What follows belongs to an exercise in optimizing a design on an open flow for small area; a production flow would make more cautious choices.
Only simulation tests tie the RTL to the original design; equivalence was not proved.
Power and IR drop assume default switching activity.

==> trial 31: inputs <==
// top_level
module top_level #(
) (
    input logic clk,
    input logic n_rst,
    input logic hsel,
    input logic [3:0] haddr,
    input logic [1:0] hsize,
    input logic [1:0] htrans,
    input logic hwrite,
    input logic [31:0] hwdata,
    output logic [31:0] hrdata,
    output logic hresp,
    output logic hready,
    input logic dp_in,
    input logic dm_in,
    output logic d_mode,
    output logic dp_out,
    output logic dm_out
);
==> flow/config.mk <==
export PLATFORM = sky130hd
export DESIGN_NAME = top_level
export DESIGN_NICKNAME = top_level
export VERILOG_FILES = /design/flow/design.v
export SDC_FILE = /design/flow/constraint.sdc
export NUM_CORES = 4
export LEC_CHECK = 0
export CAP_MARGIN = 20
export CORE_MARGIN = 2
export CORE_UTILIZATION = 60
export SLEW_MARGIN = 20
export SYNTH_HIERARCHICAL = 1
export SYNTH_MINIMUM_KEEP_SIZE = 0
==> flow/constraint.sdc <==
create_clock -name core_clock -period 10.0 [get_ports {clk}]
set_input_delay 2.0000 -clock core_clock [delete_from_list [all_inputs] [get_ports {clk}]]
set_output_delay 2.0000 -clock core_clock [all_outputs]
set_load 0.01 [all_outputs]
standard.sh (not shown) runs the stock make flow with config.mk's settings and CLKGATE_MAP_FILE= SYNTH_SCRIPT=/design/flow/synth_recipe.tcl, a recipe that flattens the netlist after the stock synthesis.
==> flow/flow/run.sh <==
#!/bin/bash
# Standard layout with two changes: port buffers use the smallest buffer cell,
# and clock tree synthesis uses small clock buffers without dummy loads.
set -euo pipefail
bash standard.sh \
  "BUFFER_PORTS_ARGS=-buffer_cell sky130_fd_sc_hd__buf_1" \
  "CTS_ARGS=-sink_clustering_enable -repair_clock_nets -dont_use_dummy_load -buf_list sky130_fd_sc_hd__clkbuf_4 -sink_clustering_size 10 -sink_clustering_max_diameter 40" \
  finish > orfs_make.log 2>&1
==> inputs of trial 43, as changes to trial 31 <==
--- a/flow/design.v
+++ b/flow/design.v
@@ -32,11 +32,11 @@
     assign is_none = !is_data && !is_hand;
     assign occ0 = buffer_occupancy == 7'd0;
     logic active, eop, strobe, bc8, byte_done;
     assign active = state[4] | state[3];
     assign eop = state[4:3] == 2'b01;
-    assign strobe = active && pd == ((cyc == 2'd2) ? 4'd8 : 4'd7);
+    assign strobe = pd == ((cyc == 2'd2) ? 4'd8 : 4'd7);
     assign bc8 = bc == 4'd8;
     assign byte_done = bc8 && pd == 4'd6;
     always_comb begin
         next_state = state;
         case (state)
@@ -92,26 +92,18 @@
         endcase
     end
     always_ff @(posedge clk, negedge n_rst) begin
         if (!n_rst) begin
             state <= IDLE;
+            pd <= '0;
+            cyc <= '0;
+            bc <= '0;
+            sr <= 8'hff;
             d_out <= 1'b1;
             d_inv <= 1'b0;
         end else begin
             state <= next_state;
-            if (strobe) begin
-                if (eop) begin
-                    d_out <= 1'b0;
-                    d_inv <= 1'b0;
-                end else begin
-                    d_out <= sr[0] ? d_out : ~d_out;
-                    d_inv <= sr[0] ? ~d_out : d_out;
-                end
-            end
-        end
-    end
-    always_ff @(posedge clk) begin
             if (!active) begin
                 pd <= '0;
                 cyc <= '0;
                 bc <= '0;
             end else begin
@@ -121,10 +113,20 @@
                     bc <= bc8 ? 4'd1 : bc + 4'd1;
                 end else pd <= pd + 4'd1;
             end
             if (load) sr <= ld;
             else if (strobe) sr <= {1'b1, sr[7:1]};
+            if (strobe) begin
+                if (eop) begin
+                    d_out <= 1'b0;
+                    d_inv <= 1'b0;
+                end else begin
+                    d_out <= sr[0] ? d_out : ~d_out;
+                    d_inv <= sr[0] ? ~d_out : d_out;
+                end
+            end
+        end
     end
     assign dp_out = d_out;
     assign dm_out = d_inv;
     assign tx_transfer_active = active;
     assign tx_error = state == EIDLE;
@@ -156,37 +158,34 @@
     } state_t;
     state_t state, next_state;
     logic prev_dp, prev_dm, d_orig;
     logic [3:0] pd, bc;
     logic [1:0] cyc;
-    logic [8:0] sr;
-    logic [7:0] cur_byte, prev_byte;
+    logic [7:0] sr, byte_reg;
     logic pv, ppv, pppv, pep;
     logic [2:0] next_rx_packet;
     logic restart, strobe, se0, end_packet, error, start_count, tclr, full;
     assign restart = state == WAIT5;
     assign strobe = pd == ((cyc == 2'd2) ? 4'd8 : 4'd7);
     assign se0 = !dp_in && !dm_in;
     assign end_packet = strobe && se0 && !prev_dp && !prev_dm;
     assign error = strobe && se0 && prev_dp && prev_dm;
-    assign cur_byte = sr[8:1];
-    assign prev_byte = sr[7:0];
-    assign start_count = state == IDLE && pppv && cur_byte == 8'h01;
+    assign start_count = state == IDLE && pppv && byte_reg == 8'h01;
     assign tclr = error || start_count;
     assign full = buffer_occupancy == 7'd64;
     always_comb begin
         next_state = state;
         case (state)
             IDLE: if (pppv) begin
-                if (cur_byte == 8'h01) next_state = PID;
-                else if (cur_byte == 8'hc0) next_state = ERROR;
+                if (byte_reg == 8'h01) next_state = PID;
+                else if (byte_reg == 8'hc0) next_state = ERROR;
             end
             PID: begin
                 if (end_packet) next_state = ERROR;
                 else if (ppv) begin
-                    if (prev_byte[2:0] == 3'd3) next_state = DATA;
-                    else if (prev_byte[3:0] == 4'd1 || prev_byte[3:0] == 4'd2 || prev_byte[3:0] == 4'd4)
+                    if (byte_reg[2:0] == 3'd3) next_state = DATA;
+                    else if (byte_reg[3:0] == 4'd1 || byte_reg[3:0] == 4'd2 || byte_reg[3:0] == 4'd4)
                         next_state = TOKEN;
                     else next_state = ERROR;
                 end
             end
             TOKEN: if (end_packet) next_state = EOP;
@@ -212,11 +211,11 @@
             WAIT4: next_state = WAIT5;
             default: next_state = IDLE;
         endcase
     end
     always_comb begin
-        case (prev_byte)
+        case (byte_reg)
             8'b11100001: next_rx_packet = 3'd0;
             8'b11010011: next_rx_packet = 3'd1;
             8'b11000011: next_rx_packet = 3'd2;
             8'b01001011: next_rx_packet = 3'd3;
             8'b11010010: next_rx_packet = 3'd4;
@@ -231,10 +230,11 @@
             d_orig <= 1'b0;
             pd <= '0;
             cyc <= '0;
             bc <= '0;
             sr <= '0;
+            byte_reg <= '0;
             pv <= 1'b0;
             ppv <= 1'b0;
             pppv <= 1'b0;
             pep <= 1'b0;
             rx_packet <= 3'd7;
@@ -246,10 +246,11 @@
             d_orig <= 1'b0;
             pd <= '0;
             cyc <= '0;
             bc <= '0;
             sr <= '0;
+            byte_reg <= '0;
             pv <= 1'b0;
             ppv <= 1'b0;
             pppv <= 1'b0;
             pep <= 1'b0;
             rx_packet <= 3'd7;
@@ -258,34 +259,35 @@
             state <= next_state;
             if (strobe) begin
                 prev_dp <= dp_in;
                 prev_dm <= dm_in;
                 if (dp_in != dm_in) d_orig <= dp_in == prev_dp;
-                sr <= {d_orig, sr[8:1]};
+                sr <= {d_orig, sr[7:1]};
             end
             if (tclr) begin
                 pd <= '0;
                 cyc <= '0;
                 bc <= '0;
             end else if (strobe) begin
                 pd <= '0;
                 cyc <= (cyc == 2'd2) ? 2'd0 : cyc + 2'd1;
                 bc <= (bc == 4'd8) ? 4'd1 : bc + 4'd1;
             end else pd <= pd + 4'd1;
+            byte_reg <= sr;
             if (strobe) pv <= bc == 4'd8;
             ppv <= !ppv && strobe && pv;
             pppv <= ppv;
             pep <= end_packet;
             if (state == PID && ppv) rx_packet <= next_rx_packet;
             if (state == EOP) rx_data_ready <= 1'b1;
         end
     end
-    assign flush = state == PID && ppv && prev_byte[2:0] == 3'd3;
+    assign flush = state == PID && ppv && byte_reg[2:0] == 3'd3;
     assign rx_transfer_active = state[4] || (state == PID && ppv);
     assign rx_error = state == ERROR;
     assign rx_store_packet_data = state == DATA && !pep && ppv && !full;
-    assign rx_packet_data = prev_byte;
+    assign rx_packet_data = byte_reg;
 endmodule
 `timescale 1ns / 10ps
 module data_buffer #(
 ) (
     input clk, n_rst,
@@ -305,29 +307,11 @@
     assign clr = clear | flush;
     assign st = store_tx_data | store_rx_packet_data;
     assign gt = get_tx_packet_data | get_rx_data;
     assign wen = !clr && !occ[6] && st;
     assign wdata = store_tx_data ? tx_data : rx_packet_data;
-    logic valid;
-    logic [63:0] rsel;
-    assign valid = hwm > {1'b0, rptr};
-    always_comb begin
-        rsel = '0;
-        rsel[rptr] = valid;
-    end
-    genvar b, g;
-    generate
-        for (b = 0; b < 8; b++) begin : rbit
-            logic [21:0] t;
-            for (g = 0; g < 21; g++) begin : grp
-                rd_aoi3 u (.d({mem[3*g+2][b], mem[3*g+1][b], mem[3*g][b]}),
-                           .s(rsel[3*g+2:3*g]), .y(t[g]));
-            end
-            assign t[21] = !(mem[63][b] && rsel[63]);
-            assign rdata[b] = !(&t);
-        end
-    endgenerate
+    assign rdata = (hwm > {1'b0, rptr}) ? mem[rptr] : 8'h00;
     always_ff @(posedge clk) begin
         if (wen) mem[wptr] <= wdata;
     end
     always_ff @(posedge clk, negedge n_rst) begin
         if (!n_rst) begin
@@ -352,17 +336,10 @@
     end
     assign tx_packet_data = txd;
     assign rx_data = rxd;
     assign buffer_occupancy = occ;
 endmodule
-module rd_aoi3 (
-    input logic [2:0] d,
-    input logic [2:0] s,
-    output logic y
-);
-    assign y = !((d[0] && s[0]) || (d[1] && s[1]) || (d[2] && s[2]));
-endmodule
 `timescale 1ns / 10ps
 `timescale 1ns / 10ps
 module ahb_subordinate_lite (
     input logic clk,
     input logic n_rst,
@@ -436,14 +413,10 @@
     always_ff @(posedge clk, negedge n_rst) begin
         if (!n_rst) mode <= M_IDLE;
         else mode <= next_mode;
     end
     always_ff @(posedge clk) begin
-        if (hsel && hready) begin
-            paddr <= haddr;
-            psize <= hsize;
-        end
         step <= seq ? step + 3'd1 : 3'd0;
         if (hready) rd <= !hwrite;
     end
     logic [2:0] s1, s3;
     assign s1 = step - 3'd1;
@@ -466,12 +439,18 @@
     function automatic logic lanesel(input logic [1:0] a, input logic [1:0] sz, input logic [1:0] k);
         lanesel = sz[1] || (sz[0] ? a[1] == k[1] : a == k);
     endfunction
     always_ff @(posedge clk, negedge n_rst) begin
         if (!n_rst) begin
+            paddr <= 4'h9;
+            psize <= 2'b0;
             wv <= 1'b0;
         end else begin
+            if (hsel && hready) begin
+                paddr <= haddr;
+                psize <= hsize;
+            end
             if (hready) wv <= hsel && htrans != 2'b00 && hwrite &&
                               (haddr[3:2] == 2'b00 || haddr == 4'd12 || haddr == 4'd13);
         end
     end
     logic bw_win, bw_reg;
==> flow/run.sh (new file) <==
#!/bin/bash
# synth_recipe.tcl (not shown) runs the flow's synth.tcl, then flattens the netlist and writes it again
# the make line also repeats each setting of config.mk as NAME=value (left out here)
make -C /OpenROAD-flow-scripts/flow DESIGN_CONFIG=/design/flow/config.mk WORK_HOME=/design/flow/orfs CLKGATE_MAP_FILE= SYNTH_SCRIPT=/design/flow/synth_recipe.tcl finish
Settings changed: CTS_BUF_LIST set to sky130_fd_sc_hd__clkbuf_4, CTS_CLUSTER_SIZE set to 30, SYNTH_HIERARCHICAL 1 to not set, SYNTH_MINIMUM_KEEP_SIZE 0 to not set.
removed: flow/flow/run.sh
removed: flow/standard.sh
==> summary.txt <==
- First-iteration DRC count: trial 43 is smaller than trial 31 (34%).
- Against trial 31, the worst hold slack of trial 43 is higher by 0.0031 ns.
- Between trial 43 and trial 31, the lower synthesized cell count is in trial 31 (gap 0.90%, measured against trial 31).
- In trial 43 the non-clock buffer count is lower than in trial 31, by 10.
- Of trial 43 and trial 31, trial 43 has the higher total power (gap 25%, measured against trial 31).
- In trial 43 the die area is larger than in trial 31, by 4.9%.
- Of trial 31 and trial 43, trial 31 has the higher sequential share of layout area (gap 5.7 points).
- Trial 43 finished clean. Trial 31 passed the timing, DRC and antenna checks.
==> figures <==
metric                                                             trial 43    trial 31
Result of the run                          no timing/DRC/antenna violations  no timing/DRC/antenna violations
Worst supply voltage drop on vdd                                   0.142 mV    0.127 mV
Count of warnings emitted by yosys                                        5          11
Nets@finish                                                            2407        2344
CTS clk-pin slew, worst paths                                       0.06 ns     0.11 ns
Number of buffers other than clock buffers in the final layout          105         115
Tapcell count                                                           688         672
Floorplan core area                                              52200 um^2  49900 um^2
Synth top area share                                                  51.9%       55.8%
DP Wirelength                                                       48.1 mm     54.2 mm
Number of detailed-routing iterations run before antenna repair           5          14
Finished Core Util                                                    67.7%       64.1%
Worst relative slew slack                                             23.5%       21.2%
Number of antenna diodes                                                  2           4
Number of enable-type register cells in the synthesized netlist         545         559
Compound-gate portion of the synthesized area                         7.21%       11.6%

-- port drivers added, routing unchanged --
In the flow no input, the clock included, has a driving cell. The finished layouts below were timed again as built, in two steps.
Step 1 sets driving cells, clkbuf_16 on the clock port and buf_2 on the other inputs (assumed; they add their load-dependent delay and slew).
Step 2 moves the port delays by t, midway between the first and last clock arrival at a register: inputs arrive t later, outputs are due t later. That takes back most of the time a late clock gives input paths.
Three values: ideal, step 1, step 2; two values: the first two.
run | t (ns) | setup slack, ns | worst register clock-pin slew, ns
trial 31 | 0.923 | 5.360 / 5.360 / 5.360 | 0.11 / 0.11
trial 43 | 1.051 | 5.155 / 5.100 / 5.210 | 0.08 / 0.08
After both steps setup and hold are still met in every run listed.
